Source: an optimization exercise on an open RTL-to-GDS flow (aim: small area). Production flows keep margins and buffers that such runs may drop. The RTL was checked by simulation tests, not by an equivalence proof against the original design. The clock input has no modelled driver; a real chip could not lean on it and would need a root buffer or a full tree. Power is estimated from default activity; no workload was simulated.

## P
## LC3
module LC3(reset, clk, mem_addr, mem_wdata, mem_we, mem_rdata);
	input reset, clk;
	output [15:0] mem_addr, mem_wdata;
	output mem_we;
	input [15:0] mem_rdata;
	reg [3:0] ph;
	reg clr, p2;
	reg [15:0] irr;
	reg [15:0] pc, mdr;
	reg [15:0] r0, r1, r2, r3, r4, r5, r6, r7;
	reg f1, f0;	 
	reg ac, pcc;
	wire first = ~clr & ~p2 & (ph == 4'd0);
	wire [15:0] ir = {irr[15:4], 1'b0, irr[2:0]};
	wire [15:0] ire = first ? mem_rdata : ir;
	wire [3:0] op = ire[15:12];
	wire isADD = (op == 4'b0001);
	wire isAND = (op == 4'b0101);
	wire isNOT = (op == 4'b1001);
	wire isBR  = (op == 4'b0000);
	wire isLD  = (op == 4'b0010);
	wire isST  = (op == 4'b0011);
	wire isJSR = (op == 4'b0100);
	wire isJMP = (op == 4'b1100);
	wire isALU = isADD | isAND | isNOT;
	wire isMEM = isLD | isST;
	wire [7:0] tail = {r7[0], r6[0], r5[0], r4[0], r3[0], r2[0], r1[0], r0[0]};
	wire [2:0] sa = isMEM ? ire[11:9] : ire[8:6];
	wire a = tail[sa];
	wire rb = tail[ire[2:0]];
	wire ext = isALU ? (ph > 4'd4) : isJSR ? (ph > 4'd10) : (ph > 4'd8);
	wire sgn = isALU ? ir[4] : isJSR ? ir[10] : ir[8];
	wire obit = first ? mem_rdata[0] : ext ? sgn : mdr[0];
	wire b = ire[5] ? obit : rb;
	wire acin = (ph == 4'd0) ? 1'b0 : ac;
	wire asum = a ^ b ^ acin;
	wire ar = isADD ? asum : isAND ? (a & b) : ~a;
	wire taken = (~f1 & f0 & ire[11]) | (f1 & ~f0 & ire[10]) | (f1 & f0 & ire[9]);
	wire pin = (isJMP | (p2 & isMEM)) ? a : pc[0];
	wire q = (p2 ? isJSR : ((isBR & taken) | isMEM)) & obit;
	wire pcin = (ph == 4'd0) ? ~(isJMP | (p2 & isJSR)) : pcc;
	wire psum = pin ^ q ^ pcin;
	wire ldbit = (isLD & (ph == 4'd0)) ? mem_rdata[0] : mdr[0];
	wire wen = p2 ? isMEM : (isALU | isJSR | isMEM);
	wire [2:0] wsel = isJSR ? 3'd7 : ire[11:9];
	wire wbit = p2 ? ldbit : isJSR ? psum : isMEM ? pc[0] : ar;
  ...
Size in the first run: ~380 cells after synthesis, ~190 flip-flops, about 51 I/O pins.
clock: 7.0 ns
lec_check: 0
abc_area: 1
cap_margin: 20
core_margin: 2
core_utilization: 70
cts_buf_list: sky130_fd_sc_hd__clkbuf_2 sky130_fd_sc_hd__clkbuf_4 sky130_fd_sc_hd__clkbuf_8
slew_margin: 20
standard.sh (not shown) runs the stock make flow with config.mk's settings and CLKGATE_MAP_FILE= SYNTH_SCRIPT=/design/flow/synth_recipe.tcl, a recipe that flattens the netlist after the stock synthesis.
==> flow/flow/run.sh <==
#!/bin/bash
# The standard layout, with two changes:
#  - synthesis maps the logic with ABC's area-oriented amap (flow/abc_area.script) instead of
#    ORFS's area script; otherwise it is synth_recipe.tcl unchanged (same registers and names)
#  - the port buffers use the smallest buffer cell
#  - the clock tree is built by flow/cts_pre.tcl instead of TritonCTS
set -euo pipefail
here=$(pwd)
{
  echo "proc abc {args} { set i [lsearch \$args -script]; if {\$i >= 0} { lset args [expr {\$i+1}] $here/flow/abc_area.script }; yosys abc {*}\$args }"
  cat synth_recipe.tcl
} > own_synth.tcl
bash standard.sh "SYNTH_SCRIPT=$here/own_synth.tcl" "BUFFER_PORTS_ARGS=-buffer_cell sky130_fd_sc_hd__buf_1" "PRE_CTS_TCL=$here/flow/cts_pre.tcl" finish > standard_flow.log 2>&1
Other scripts of this flow, unchanged in this note and not shown: flow/flow/abc_area.script, flow/flow/clock_tree.tcl, flow/flow/cts_pre.tcl
Inputs modified between P and Q:
-- flow/flow/run.sh --
<<< P, line 1
#!/bin/bash
# The standard layout, with two changes:
#  - synthesis maps the logic with ABC's area-oriented amap (flow/abc_area.script) instead of
#    ORFS's area script; otherwise it is synth_recipe.tcl unchanged (same registers and names)
>>> Q, line 1
#!/bin/bash
# The standard layout, with three changes:
#  - synthesis maps the logic with ABC's area-oriented amap (flow/abc_area.script) instead of
#    ORFS's area script; otherwise it is synth_recipe.tcl unchanged (same registers and names)
--- outcome ---
From Q to P, diode insertion count for antenna repair did not move at all. Q vs. P: setup TNS after final layout shows no meaningful change; final worst-path cycle share shows no meaningful change.
In every run of this note, the design's own scripts or RTL, not TritonCTS, make the clock network.

* * *

## v56
Starting RTL as in the previous note.
// LC3
module LC3(reset, clk, mem_addr, mem_wdata, mem_we, mem_rdata);
	input reset, clk;
	output [15:0] mem_addr, mem_wdata;
	output mem_we;
	input [15:0] mem_rdata;
	reg [3:0] ph;
	reg clr, p2;
	reg [15:0] irr;
	reg [15:0] pc, mdr;
	reg [15:0] r0, r1, r2, r3, r4, r5, r6, r7;
	reg f1, f0;	 
	reg ac, pcc;
	wire first = ~clr & ~p2 & (ph == 4'd0);
	wire [15:0] ir = {irr[15:4], 1'b0, irr[2:0]};
	wire [15:0] ire = first ? mem_rdata : ir;
	wire [3:0] op = ire[15:12];
	wire isADD = (op == 4'b0001);
	wire isAND = (op == 4'b0101);
	wire isNOT = (op == 4'b1001);
	wire isBR  = (op == 4'b0000);
	wire isLD  = (op == 4'b0010);
	wire isST  = (op == 4'b0011);
	wire isJSR = (op == 4'b0100);
	wire isJMP = (op == 4'b1100);
	wire isALU = isADD | isAND | isNOT;
	wire isMEM = isLD | isST;
	wire [7:0] tail = {r7[0], r6[0], r5[0], r4[0], r3[0], r2[0], r1[0], r0[0]};
	wire [2:0] sa = isMEM ? ire[11:9] : ire[8:6];
	wire a = tail[sa];
	wire rb = tail[ire[2:0]];
	wire ext = isALU ? (ph > 4'd4) : isJSR ? (ph > 4'd10) : (ph > 4'd8);
	wire sgn = isALU ? ir[4] : isJSR ? ir[10] : ir[8];
	wire obit = first ? mem_rdata[0] : ext ? sgn : mdr[0];
	wire b = ire[5] ? obit : rb;
	wire acin = (ph == 4'd0) ? 1'b0 : ac;
	wire asum = a ^ b ^ acin;
	wire ar = isADD ? asum : isAND ? (a & b) : ~a;
	wire taken = (~f1 & f0 & ire[11]) | (f1 & ~f0 & ire[10]) | (f1 & f0 & ire[9]);
	wire pin = (isJMP | (p2 & isMEM)) ? a : pc[0];
	wire q = (p2 ? isJSR : ((isBR & taken) | isMEM)) & obit;
	wire pcin = (ph == 4'd0) ? ~(isJMP | (p2 & isJSR)) : pcc;
	wire psum = pin ^ q ^ pcin;
	wire ldbit = (isLD & (ph == 4'd0)) ? mem_rdata[0] : mdr[0];
	wire wen = p2 ? isMEM : (isALU | isJSR | isMEM);
	wire [2:0] wsel = isJSR ? 3'd7 : ire[11:9];
	wire wbit = p2 ? ldbit : isJSR ? psum : isMEM ? pc[0] : ar;
	wire setcc = ~clr & (p2 ? isLD : isALU);
	wire clearing = reset | clr;
	wire [7:0] wk;
	genvar k;
	generate for (k = 0; k < 8; k = k + 1) begin : wd
		assign wk[k] = wen & (wsel == k);
	end endgenerate
	wire [7:0] wkc = wk | {8{clearing}};
  ...
clock: 7.0 ns
lec_check: 0
abc_area: 1
cap_margin: 20
core_margin: 2
core_utilization: 70
cts_buf_list: sky130_fd_sc_hd__clkbuf_2 sky130_fd_sc_hd__clkbuf_4 sky130_fd_sc_hd__clkbuf_8
slew_margin: 20
==> flow/flow/run.sh <==
#!/bin/bash
# The standard layout, with two changes:
#  - synthesis maps the logic with ABC's area-oriented amap (flow/abc_area.script) instead of
#    ORFS's area script; otherwise it is synth_recipe.tcl unchanged (same registers and names)
#  - the port buffers use the smallest buffer cell
set -euo pipefail
here=$(pwd)
{
  echo "proc abc {args} { set i [lsearch \$args -script]; if {\$i >= 0} { lset args [expr {\$i+1}] $here/flow/abc_area.script }; yosys abc {*}\$args }"
  cat synth_recipe.tcl
} > own_synth.tcl
bash standard.sh "SYNTH_SCRIPT=$here/own_synth.tcl" "BUFFER_PORTS_ARGS=-buffer_cell sky130_fd_sc_hd__buf_1" "CTS_ARGS=-sink_clustering_enable -repair_clock_nets -dont_use_dummy_load -buf_list {sky130_fd_sc_hd__clkbuf_4 sky130_fd_sc_hd__clkbuf_8} -sink_clustering_size 25 -sink_clustering_max_diameter 100 -sink_clustering_levels 1" finish > standard_flow.log 2>&1
==> flow/flow/abc_area.script <==
strash
dch
amap
topo
Here is what was changed in the inputs of v28 compared with v56.
diff --git a/flow/flow/run.sh b/flow/flow/run.sh
--- a/flow/flow/run.sh
+++ b/flow/flow/run.sh
@@ -11,2 +11,2 @@
 } > own_synth.tcl
-bash standard.sh "SYNTH_SCRIPT=$here/own_synth.tcl" "BUFFER_PORTS_ARGS=-buffer_cell sky130_fd_sc_hd__buf_1" "CTS_ARGS=-sink_clustering_enable -repair_clock_nets -dont_use_dummy_load -buf_list {sky130_fd_sc_hd__clkbuf_4 sky130_fd_sc_hd__clkbuf_8} -sink_clustering_size 25 -sink_clustering_max_diameter 100 -sink_clustering_levels 1" finish > standard_flow.log 2>&1
+bash standard.sh "SYNTH_SCRIPT=$here/own_synth.tcl" "BUFFER_PORTS_ARGS=-buffer_cell sky130_fd_sc_hd__buf_1" "CTS_ARGS=-sink_clustering_enable -repair_clock_nets -dont_use_dummy_load -buf_list {sky130_fd_sc_hd__clkbuf_8 sky130_fd_sc_hd__clkbuf_16} -sink_clustering_size 40 -sink_clustering_max_diameter 150" finish > standard_flow.log 2>&1
Findings:
v28 reached the end of the flow, and the finished layout is clean on the timing, design-rule and antenna checks.
Going from v56 to v28, latest clock arrival within the worst-skew pair grows by 80 ps.
Of v28 and v56, the lower number of cells on the critical path belongs to v56.
v28 against v56: combined area of the multi-input logic cells went up 0.90%, post-synthesis to final-layout area growth went up 3.9 points, global-route wire length before repair went up about 17%, total power went up about 14%, share of power burned in the clock network went up 8.1 points.
Compare v28 and v56 | fraction of area in multi-input gates higher: v56
Going from v56 to v28, routed wire length on met2 grew by more than a quarter.
> inputs changed (v28 -> v42)
diff --git a/flow/flow/run.sh b/flow/flow/run.sh
--- a/flow/flow/run.sh
+++ b/flow/flow/run.sh
@@ -11,2 +11,2 @@
 } > own_synth.tcl
-bash standard.sh "SYNTH_SCRIPT=$here/own_synth.tcl" "BUFFER_PORTS_ARGS=-buffer_cell sky130_fd_sc_hd__buf_1" "CTS_ARGS=-sink_clustering_enable -repair_clock_nets -dont_use_dummy_load -buf_list {sky130_fd_sc_hd__clkbuf_8 sky130_fd_sc_hd__clkbuf_16} -sink_clustering_size 40 -sink_clustering_max_diameter 150" finish > standard_flow.log 2>&1
+bash standard.sh "SYNTH_SCRIPT=$here/own_synth.tcl" "BUFFER_PORTS_ARGS=-buffer_cell sky130_fd_sc_hd__buf_1" "CTS_ARGS=-sink_clustering_enable -repair_clock_nets -dont_use_dummy_load -buf_list {sky130_fd_sc_hd__clkbuf_2 sky130_fd_sc_hd__clkbuf_4 sky130_fd_sc_hd__clkbuf_8}" finish > standard_flow.log 2>&1
==> summary.txt <==
- Summary of v42 over v28: internal power component shows a reduction of about 12%, period utilization shows a reduction of 0.20 points, via count shows a reduction of 170, wire length of the first global-routing pass shows a reduction of 2500 µm, areal power density over the cells shows a reduction of about 9%.
- From v28 to v42 the numbers moved as follows: area overhead of the layout relative to synthesis lost 3.9 points; utilization after layout now smaller; worst setup slack went up by 14 ps.
- v42 has completed all stages; timing, DRC and antenna checks passed.

==> static timing again, ports no longer ideal <==
The flow's constraints put no driver on any port. The routed layouts listed below were extracted and timed again, unchanged, in two steps.
Step 1, drivers: a clkbuf_16 drives clk and a buf_2 each remaining input, both assumed.
Step 2, shift: input delay + t, output delay - t, t = (earliest + latest rising clock arrival at the registers) / 2. This alone moves slack from input paths to output paths.
Three values: ideal ports, drivers, drivers and shift; two values: the first two.
run	t (ns)	slack for setup (ns)	worst hold slack (ns)	cell pins on the clock port's net
P	0.426	0.351 / 0.351 / 0.351	0.328 / 0.328 / 0.328	1
Q	0.426	0.351 / 0.351 / 0.351	0.328 / 0.328 / 0.328	1
v56	0.459	0.437 / 0.437 / 0.437	0.309 / 0.309 / 0.309	1
v28	0.544	0.423 / 0.423 / 0.423	0.316 / 0.316 / 0.316	1
v42	0.459	0.437 / 0.437 / 0.437	0.309 / 0.309 / 0.309	1
After both steps setup and hold are still met in every run listed.
